This is an optimization exercise on Yosys and OpenROAD, whose aim is small area, a short achievable clock period and few clock cycles per item, not a production implementation. Power is estimated from default activity; no workload was simulated.

== v21 ==
## TopModule
module TopModule
#(
      parameter integer   AXI_DATA_WIDTH	  = 32
    , parameter integer   AXI_ADDR_WIDTH	  = 8
)
(
    input  logic                              clk
  , input  logic                              areset_n
  , input  logic [AXI_ADDR_WIDTH - 1 : 0]     S00_AXI_AWADDR
  , input  logic                              S00_AXI_AWVALID
  , output logic                              S00_AXI_AWREADY
  , input  logic [AXI_DATA_WIDTH - 1 : 0]     S00_AXI_WDATA
  , input  logic [(AXI_DATA_WIDTH/8)-1 : 0]   S00_AXI_WSTRB
  , input  logic                              S00_AXI_WVALID
  , output logic                              S00_AXI_WREADY
  , output logic [1 : 0]                      S00_AXI_BRESP
  , output logic                              S00_AXI_BVALID
  , input  logic                              S00_AXI_BREADY
  , input  logic [AXI_ADDR_WIDTH - 1 : 0]     S00_AXI_ARADDR
  , input  logic                              S00_AXI_ARVALID
  , output logic                              S00_AXI_ARREADY
  , output logic [AXI_DATA_WIDTH - 1 : 0]     S00_AXI_RDATA
  , output logic [1 : 0]                      S00_AXI_RRESP
  , output logic                              S00_AXI_RVALID
  , input  logic                              S00_AXI_RREADY
);
  S00_AXI
  #(
      .AXI_DATA_WIDTH(AXI_DATA_WIDTH)
    , .AXI_ADDR_WIDTH(AXI_ADDR_WIDTH)
    , .AXI_REGS_COUNT(20)
  )
  axi_slave
  (
      .AXI_ACLK(        clk)
    , .AXI_ARESETN(     areset_n)
  ...
Size in the first run: ~2200 cells after synthesis, ~100 I/O pins, about 25000 sq um of cells after synthesis.
==> flow/config.mk <==
export PLATFORM = sky130hd
export DESIGN_NAME = TopModule
export DESIGN_NICKNAME = TopModule
export VERILOG_FILES = /design/flow/design.v
export SDC_FILE = /design/flow/constraint.sdc
export NUM_CORES = 4
export LEC_CHECK = 0
export CAP_MARGIN = 20
export CORE_MARGIN = 2
export CORE_UTILIZATION = 50
export CTS_CLUSTER_DIAMETER = 80
export CTS_CLUSTER_SIZE = 25
export SETUP_SLACK_MARGIN = 2.55
export SLEW_MARGIN = 20
export SYNTH_HIERARCHICAL = 1
export SYNTH_MINIMUM_KEEP_SIZE = 0
==> flow/constraint.sdc <==
create_clock -name core_clock -period 4.5 [get_ports {clk}]
set_input_delay 0.9000 -clock core_clock [delete_from_list [all_inputs] [get_ports {clk}]]
set_output_delay 0.9000 -clock core_clock [all_outputs]
set_load 0.01 [all_outputs]
standard.sh (not shown) runs the stock make flow with config.mk's settings and CLKGATE_MAP_FILE= SYNTH_SCRIPT=/design/flow/synth_recipe.tcl, a recipe that flattens the netlist after the stock synthesis.
==> flow/flow/run.sh <==
#!/bin/bash
# The standard layout, with the port buffers inserted as buf_4 rather than the
# weakest buffer (the resizer still sizes them where timing needs it).
set -euo pipefail
bash standard.sh BUFFER_PORTS_ARGS="-buffer_cell sky130_fd_sc_hd__buf_4" finish > standard.log 2>&1
v21 finished every stage and its layout cleared the timing, DRC and antenna checks.
--- input diff v21..v6 ---
==> flow/flow/run.sh <==
#!/bin/bash
# The standard layout, with the port buffers inserted as buf_2 rather than the
# weakest buffer (the resizer still sizes them where timing needs it).
set -euo pipefail
bash standard.sh BUFFER_PORTS_ARGS="-buffer_cell sky130_fd_sc_hd__buf_2" finish > standard.log 2>&1
-- flow/config.mk --
<<< v21, line 12
export CTS_CLUSTER_SIZE = 25
export SETUP_SLACK_MARGIN = 2.55
export SLEW_MARGIN = 20
>>> v6, line 12
export CTS_CLUSTER_SIZE = 25
export SETUP_SLACK_MARGIN = 2.5
export SLEW_MARGIN = 20
--- outcome ---
Non-clock buffer count of v6 falls short of that of v21 by a few percent. Between v21 and v6, the clock network fraction of total power is lower for v21. Changes observed in v6 relative to v21: total power moved down; wire length reported by the detailed router went down.
Function was not checked in any run of this note: the RTL went through the layout flow alone.

---

The RTL this note starts from:
==> flow/design.v <==
module S00_AXI
#(
	  parameter integer AXI_DATA_WIDTH	= 32
	, parameter integer AXI_ADDR_WIDTH	= 8
	, parameter integer AXI_REGS_COUNT	= 20
)
(
	  input  logic                              AXI_ACLK
	, input  logic                              AXI_ARESETN
	, input  logic [AXI_ADDR_WIDTH - 1 : 0]     AXI_AWADDR
	, input  logic                              AXI_AWVALID
	, output logic                              AXI_AWREADY
	, input  logic [AXI_DATA_WIDTH - 1 : 0]     AXI_WDATA
	, input  logic [(AXI_DATA_WIDTH/8)-1 : 0]   AXI_WSTRB
	, input  logic                              AXI_WVALID
	, output logic                              AXI_WREADY
	, output logic [1 : 0]                      AXI_BRESP
	, output logic                              AXI_BVALID
	, input  logic                              AXI_BREADY
	, input  logic [AXI_ADDR_WIDTH - 1 : 0]     AXI_ARADDR
	, input  logic                              AXI_ARVALID
	, output logic                              AXI_ARREADY
	, output logic [AXI_DATA_WIDTH - 1 : 0]     AXI_RDATA
	, output logic [1 : 0]                      AXI_RRESP
	, output logic                              AXI_RVALID
	, input  logic                              AXI_RREADY
);
	localparam integer NBYTES = AXI_DATA_WIDTH/8;
	assign AXI_AWREADY = 1'b1;
	assign AXI_WREADY  = 1'b1;
	assign AXI_ARREADY = 1'b1;
	assign AXI_BRESP   = 2'b00;
	assign AXI_RRESP   = 2'b00;
	logic rst_q;
	always_ff @(posedge AXI_ACLK) rst_q <= ~AXI_ARESETN;
	logic                          aw_got, w_got, commit, bvalid;
	logic [AXI_REGS_COUNT - 1 : 0] wrow;
	logic [AXI_DATA_WIDTH - 1 : 0] wdata;
	logic [NBYTES - 1 : 0]         wstrb;
	logic aw_ok, w_ok;
	assign aw_ok = aw_got | AXI_AWVALID;
	assign w_ok  = w_got  | AXI_WVALID;
	always_ff @(posedge AXI_ACLK)
	begin
		if (!AXI_ARESETN)
		begin
			aw_got <= 1'b0;
			w_got  <= 1'b0;
			commit <= 1'b0;
			bvalid <= 1'b0;
		end
		else
		begin
			aw_got <= aw_ok & ~w_ok;
			w_got  <= w_ok & ~aw_ok;
			commit <= aw_ok & w_ok;
			bvalid <= bvalid ? ~AXI_BREADY : (aw_ok & w_ok);
		end
	end
	always_ff @(posedge AXI_ACLK)
	begin
		if (!aw_got)
			for (integer i = 0; i < AXI_REGS_COUNT; i = i + 1)
				wrow[i] <= (AXI_AWADDR[6:2] == i);
		if (!w_got)
		begin
			wdata <= AXI_WDATA;
			wstrb <= AXI_WSTRB;
		end
	end
	assign AXI_BVALID = bvalid;
	logic [AXI_DATA_WIDTH - 1 : 0] regs [AXI_REGS_COUNT];
	logic [AXI_DATA_WIDTH - 1 : 0] wdata_z;
	assign wdata_z = wdata & {AXI_DATA_WIDTH{~rst_q}};
	genvar r, b;
	generate
		for (r = 0; r < AXI_REGS_COUNT; r = r + 1)
		begin : g_row
			for (b = 0; b < NBYTES; b = b + 1)
			begin : g_byte
				logic ld;
				assign ld = rst_q | (wrow[r] & commit & wstrb[b]);
				always_ff @(posedge AXI_ACLK)
					if (ld) regs[r][b*8 +: 8] <= wdata_z[b*8 +: 8];
			end
		end
	endgenerate
	logic                          rvalid;
	logic [AXI_DATA_WIDTH - 1 : 0] rdata;
	always_ff @(posedge AXI_ACLK)
	begin
		if (!AXI_ARESETN) rvalid <= 1'b0;
		else              rvalid <= rvalid ? ~AXI_RREADY : AXI_ARVALID;
	end
	logic [AXI_DATA_WIDTH - 1 : 0] rnext;
	always_comb
	begin
		rnext = '0;
		for (integer i = 0; i < AXI_REGS_COUNT; i = i + 1)
			rnext = rnext | ({AXI_DATA_WIDTH{AXI_ARADDR[6:2] == i}} & regs[i]);
	end
	always_ff @(posedge AXI_ACLK)
		if (!rvalid) rdata <= rnext;
	assign AXI_RDATA  = rdata;
	assign AXI_RVALID = rvalid;
endmodule
module TopModule
#(
      parameter integer   AXI_DATA_WIDTH	  = 32
    , parameter integer   AXI_ADDR_WIDTH	  = 8
)
(
    input  logic                              clk
  , input  logic                              areset_n
  , input  logic [AXI_ADDR_WIDTH - 1 : 0]     S00_AXI_AWADDR
  , input  logic                              S00_AXI_AWVALID
  , output logic                              S00_AXI_AWREADY
  , input  logic [AXI_DATA_WIDTH - 1 : 0]     S00_AXI_WDATA
  , input  logic [(AXI_DATA_WIDTH/8)-1 : 0]   S00_AXI_WSTRB
  , input  logic                              S00_AXI_WVALID
  , output logic                              S00_AXI_WREADY
  , output logic [1 : 0]                      S00_AXI_BRESP
  , output logic                              S00_AXI_BVALID
  , input  logic                              S00_AXI_BREADY
  , input  logic [AXI_ADDR_WIDTH - 1 : 0]     S00_AXI_ARADDR
  , input  logic                              S00_AXI_ARVALID
  , output logic                              S00_AXI_ARREADY
  , output logic [AXI_DATA_WIDTH - 1 : 0]     S00_AXI_RDATA
  , output logic [1 : 0]                      S00_AXI_RRESP
  , output logic                              S00_AXI_RVALID
  , input  logic                              S00_AXI_RREADY
);
  S00_AXI
  #(
      .AXI_DATA_WIDTH(AXI_DATA_WIDTH)
    , .AXI_ADDR_WIDTH(AXI_ADDR_WIDTH)
    , .AXI_REGS_COUNT(20)
  )
  axi_slave
  (
      .AXI_ACLK(        clk)
    , .AXI_ARESETN(     areset_n)
    , .AXI_AWADDR(      S00_AXI_AWADDR)
    , .AXI_AWVALID(     S00_AXI_AWVALID)
    , .AXI_AWREADY(     S00_AXI_AWREADY)
    , .AXI_WDATA(       S00_AXI_WDATA)
    , .AXI_WSTRB(       S00_AXI_WSTRB)
    , .AXI_WVALID(      S00_AXI_WVALID)
    , .AXI_WREADY(      S00_AXI_WREADY)
    , .AXI_BRESP(       S00_AXI_BRESP)
    , .AXI_BVALID(      S00_AXI_BVALID)
    , .AXI_BREADY(      S00_AXI_BREADY)
    , .AXI_ARADDR(      S00_AXI_ARADDR)
    , .AXI_ARVALID(     S00_AXI_ARVALID)
    , .AXI_ARREADY(     S00_AXI_ARREADY)
    , .AXI_RDATA(       S00_AXI_RDATA)
    , .AXI_RRESP(       S00_AXI_RRESP)
    , .AXI_RVALID(      S00_AXI_RVALID)
    , .AXI_RREADY(      S00_AXI_RREADY)
  );
endmodule
Settings: LEC_CHECK=0, CAP_MARGIN=20, CORE_MARGIN=2, CORE_UTILIZATION=50, SETUP_SLACK_MARGIN=1.8, SLEW_MARGIN=20; clock period 4.5 ns.
run.sh (not shown) runs the stock make flow with config.mk's settings and CLKGATE_MAP_FILE= SYNTH_SCRIPT=/design/flow/synth_recipe.tcl, a recipe that flattens the netlist after the stock synthesis.
Stock flow here: none of the scripts above is used.
The baseline finished clean.
Then changed:
--- a/flow/config.mk
+++ b/flow/config.mk
@@ -10,3 +10,3 @@
 export CORE_UTILIZATION = 50
-export SETUP_SLACK_MARGIN = 1.8
+export SETUP_SLACK_MARGIN = 2.3
 export SLEW_MARGIN = 20
What happened:
- The new run produced a clean layout
- combinational power came out higher by about 7%
- register-to-register slack gets better by 0.50 ns
- die area does not change
- power came out higher by about 1.4%
- fmax came out higher by 20%
- sequential power is about the same
- via count came out higher by about 1.8%
- clock power came out higher by about 2%
No run of this note included a check of the RTL's function; only the layout flow was run.

port drivers added, routing unchanged:
The results above use ideal ports. As a check the final layouts listed here were re-extracted and re-timed, cells and wires unchanged.
Step 1, drivers: a clkbuf_16 drives clk and a buf_2 each remaining input, both assumed.
Step 2, shift: input delay + t, output delay - t, t = (earliest + latest rising clock arrival at the registers) / 2. This alone moves slack from input paths to output paths.
Three values: ideal, step 1, step 2; two values: the first two.
run | t, ns | setup WS [ns] | worst hold slack (ns) | clock arrival spread, ns
v21 | 0.649 | 2.497 / 2.465 / 1.926 | 0.468 / 0.438 / 0.477 | 0.023 / 0.023
v6 | 0.643 | 2.470 / 2.462 / 1.924 | 0.466 / 0.445 / 0.466 | 0.028 / 0.029
the first run of note 2 | 0.665 | 1.830 / 1.868 / 1.202 | 0.498 / 0.498 / 0.498 | 0.025 / 0.025
the second run of note 2 | 0.672 | 2.268 / 2.127 / 1.455 | 0.512 / 0.512 / 0.512 | 0.025 / 0.024
After both steps setup and hold are still met in every run listed. The setup slack of the second run of note 2, which loses most, moves by -0.141 ns with the drivers and by -0.813 ns with both steps.
